Source: an optimization exercise on an open RTL-to-GDS flow (aim: a short achievable clock period and few clock cycles). Production flows keep margins and buffers that such runs may drop.
In this exercise RTL edits were held to simulation tests only and were not proved equivalent to the original.
Power figures rest on the tool's default switching activity, not on a simulated workload.

run H:
## mp2
module mp2
(
    input clk,
    input rst,
    input mem_resp,
    input logic [31:0] mem_rdata,
    output logic mem_read,
    output logic mem_write,
    output logic [3:0] mem_byte_enable,
    output logic [31:0] mem_address,
    output logic [31:0] mem_wdata
);
Size in the first run: about 18000 cells after synthesis, about 7100 flip-flops, roughly 320000 um2 of cells after synthesis.
clock: 11.0 ns
lec_check: 0
abc_clock_period_in_ps: 3000
cap_margin: 20
cell_pad_in_sites_detail_placement: 1
cell_pad_in_sites_global_placement: 2
core_margin: 2
core_utilization: 30
place_density: 0.45
slew_margin: 20
tns_end_percent: 10
standard.sh (not shown) runs the stock make flow with config.mk's settings and CLKGATE_MAP_FILE= SYNTH_SCRIPT=/design/flow/synth_recipe.tcl, a recipe that flattens the netlist after the stock synthesis.
==> flow/flow/run.sh <==
#!/bin/bash
# The standard layout (standard.sh: the standard synthesis and ORFS steps,
# with the design's SDC unchanged), except that timing repair aims for
# SETUP_SLACK_MARGIN ns of setup slack, more than config.mk may ask for.
# make's output goes to flow.log; each ORFS step logs under orfs/logs/.
set -euo pipefail
bash standard.sh SETUP_SLACK_MARGIN=7 finish > flow.log 2>&1
Testbench counts of run H, summed over its fixed seeds: cycles 16,076.
> inputs changed (run H -> run G)
diff --git a/flow/design.v b/flow/design.v
--- a/flow/design.v
+++ b/flow/design.v
@@ -130,18 +130,15 @@
 logic [31:0] pc;         
 logic [31:0] la;         
 logic [31:0] la4;        
 logic        hl;         
 logic [31:0] nw;         
 logic [31:0] bt;         
 logic [31:0] bt4;        
-logic [31:0] ddat;       
-logic [DT-1:0] dtag;     
-logic        dval;       
-logic        dbad;       
+logic        dmh;        
 logic [31:0] pf;         
 logic        pf_ok;      
 logic        pf_new;     
 logic        pk;         
 logic [31:0] ir;
 logic [31:0] opa, opb;
 logic [31:0] opbi;       
@@ -189,30 +186,32 @@
                             : cv[bt_i] && ct[bt_i] == bt[31:IW+2];
 wire [31:0]   bt_w   = bt_f ? mem_rdata : cd[bt_i];
 wire          la_f   = fetch_resp && fa_idx == la[IW+1:2];
 logic [31:0]   dd [DN];
 logic [DT-1:0] dt [DN];
 logic [DN-1:0] dv;
 wire [DW-1:0] dm_idx = mem_address[DW+1:2];
-wire          dhit   = dval && (dtag == da[31:DW+2]) && ~mem_write && ~dbad;
+wire [DW-1:0] da_idx = da[DW+1:2];
+wire [31:0]   ddat   = dd[da_idx];
+wire          dhit   = dv[da_idx] && (dt[da_idx] == da[31:DW+2]) && ~mem_write;
 always_ff @(posedge clk)
-    if (state == S_X)
-        dbad <= data_resp & mem_write;
-    else if (data_resp & mem_write)
-        dbad <= 1'b1;
+    dmh <= dv[dm_idx] && (dt[dm_idx] == mem_address[31:DW+2]);
 always_ff @(posedge clk) begin
     if (rst)
         dv <= '0;
-    else if (data_resp)
-        dv[dm_idx] <= mem_read | (mem_byte_enable == 4'b1111);
+    else if (data_resp && mem_read)
+        dv[dm_idx] <= 1'b1;
 end
 always_ff @(posedge clk) begin
-    if (data_resp) begin
-        dd[dm_idx] <= mem_read ? mem_rdata : mem_wdata;
+    if (data_resp && mem_read) begin
+        dd[dm_idx] <= mem_rdata;
         dt[dm_idx] <= mem_address[31:DW+2];
+    end else if (data_resp && mem_write && dmh) begin
+        for (int i = 0; i < 4; i++)
+            if (mem_byte_enable[i]) dd[dm_idx][8*i +: 8] <= mem_wdata[8*i +: 8];
     end
 end
 wire [6:0] opc = ir[6:0];
 wire [2:0] f3  = ir[14:12];
 wire [4:0] rd  = ir[11:7];
 wire op_lui   = (opc == 7'b0110111);
 wire op_auipc = (opc == 7'b0010111);
@@ -222,23 +221,18 @@
 wire op_load  = (opc == 7'b0000011);
 wire op_store = (opc == 7'b0100011);
 wire op_imm   = (opc == 7'b0010011);
 wire op_reg   = (opc == 7'b0110011);
 wire [31:0] i_imm = {{21{ir[31]}}, ir[30:20]};
 wire [31:0] s_imm = {{21{ir[31]}}, ir[30:25], ir[11:7]};
 wire [31:0] u_imm = {ir[31:12], 12'h000};
-wire [DW+1:0] x_lo = opa[DW+1:0] + i_imm[DW+1:0];
-always_ff @(posedge clk)
-    if (state == S_X) begin
-        ddat <= dd[x_lo[DW+1:2]];
-        dtag <= dt[x_lo[DW+1:2]];
-        dval <= dv[x_lo[DW+1:2]];
-    end
 wire [31:0] agen  = opa + (op_store ? s_imm : i_imm);
 wire [31:0] jr    = {agen[31:1], 1'b0};
+wire [31:0] jr4s  = opa + (i_imm + 32'd4);
+wire [31:0] jr4   = {jr4s[31:1], 1'b0};
 wire [31:0] alu_b = opbi;
 wire [31:0] alu_sum = opa + (a_sub ? ~alu_b : alu_b) + {31'b0, a_sub};
 wire [31:0] alu_r = ({32{a_sel[0]}} & alu_sum)
                   | ({32{a_sel[1]}} & (opa << alu_b[4:0]))
                   | ({32{a_sel[2]}} & {31'b0, $signed(opa) < $signed(alu_b)})
                   | ({32{a_sel[3]}} & {31'b0, opa < alu_b})
                   | ({32{a_sel[4]}} & (opa ^ alu_b))
@@ -329,14 +323,15 @@
 wire [13:0] bt4_lo = {1'b0, la4[12:0]} + {1'b0, w_bimm};
 wire [18:0] la_hi  = la[31:13];
 wire [18:0] la4_hi = la4[31:13];
 wire [18:0] bt_hi  = (w_in[31] == bt_lo[13])  ? la_hi  : w_in[31] ? la_hi - 19'd1  : la_hi + 19'd1;
 wire [18:0] bt4_hi = (w_in[31] == bt4_lo[13]) ? la4_hi : w_in[31] ? la4_hi - 19'd1 : la4_hi + 19'd1;
 wire [31:0] j_imm = {{12{ir[31]}}, ir[19:12], ir[20], ir[30:21], 1'b0};
 wire [31:0] jt    = pc + j_imm;
+wire [31:0] jt4   = la + j_imm;
 always_ff @(posedge clk) begin
     ir  <= w_in;
     opa <= rd_a;
     opb <= rd_b;
     opbi  <= w_in[5] ? rd_b : {{21{w_in[31]}}, w_in[30:20]};
     a_sub <= w_in[5] & w_in[30];
     a_sra <= w_in[30];
@@ -373,16 +368,22 @@
             unique case (state)
                 S_W: ;
                 S_X: begin
                     if (op_load) begin
                         state <= S_D;
                     end else if (op_store) begin
                         state <= free_next ? S_W : S_S;
-                    end else if (op_jalr | op_jal) begin
-                        state <= S_J;      
+                    end else if (op_jalr) begin
+                        state <= S_J;
+                        la    <= jr;
+                        la4   <= jr4;
+                    end else if (op_jal) begin
+                        state <= S_J;
+                        la    <= jt;
+                        la4   <= jt4;
                     end else begin
                         state <= S_W;
                         if (x_redir) begin
                             la  <= bt;
                             la4 <= bt4;
                             hl  <= bt_hit;
                             nw  <= bt_w;
@@ -390,16 +391,14 @@
                     end
                 end
                 S_M: if (data_resp) state <= S_W;
                 S_D: if (dhit) state <= S_W; else if (free_next) state <= S_M;
                 S_S: if (free_next) state <= S_W;
                 S_J: begin
                     state <= S_W;
-                    la    <= bt;
-                    la4   <= bt + 32'd4;
                     hl    <= bt_hit;
                     nw    <= bt_w;
                 end
                 default: state <= S_W;
             endcase
         end
     end
## What came out
Every stage of the flow completed for run H, and the final layout passed the timing, DRC and antenna checks. Run G did not stop at any stage, and its layout met the timing, DRC and antenna checks. Of run G and run H, the run reporting the higher global-route wire length before repair was run H. Area after detailed placement: higher on run G. In run G the setup slack turned out 0.33 ns lower than in run H. Compared with run H, in run G power now smaller; data arrival time of the worst path now larger; area added between synthesis and finish now smaller. Run G falls short of run H in synthesized area. Via count | run G above run H. Run G reports a higher met2 track demand over resource in global routing than run H does. The final-layout non-clock buffer area share of run G falls short of that of run H by 0.56 points. Relative to run H, overall die area has increased by about 2.6% in run G. Re number of flip-flops and latches: run G and run H aren't equal, and the lower value belongs to run G.
Testbench counts of run G, summed over its fixed seeds: cycles 16,013.

[port drivers added, routing unchanged]
The results above use ideal ports. As a check the final layouts listed here were re-extracted and re-timed, cells and wires unchanged. Step 1 sets driving cells, clkbuf_16 on the clock port and buf_2 on the other inputs (assumed; they add their load-dependent delay and slew). Step 2 adds t to the input delays and takes it off the output delays; t is the mean of the earliest and latest rising clock arrival at the registers after step 1. Input paths then give back, and output paths get back, about the clock's delay inside the block. a / b / c = ideal / step 1 / step 2; a / b = the first two.
| run | t (ns) | slack for setup (ns) | hold WS [ns] | clock arrival spread, ns | worst slew at a driven data input, ns |
|---|---|---|---|---|---|
| run H | 1.335 | 6.556 / 6.433 / 5.231 | 0.439 / 0.439 / 0.439 | 0.146 / 0.146 | 0.31 |
| run G | 1.344 | 6.226 / 6.085 / 4.925 | 0.465 / 0.465 / 0.465 | 0.112 / 0.112 | 0.24 |
After both steps every run listed still meets setup and hold. The setup slack of run H, which loses most, moves by -0.123 ns with the drivers and by -1.325 ns with both steps.
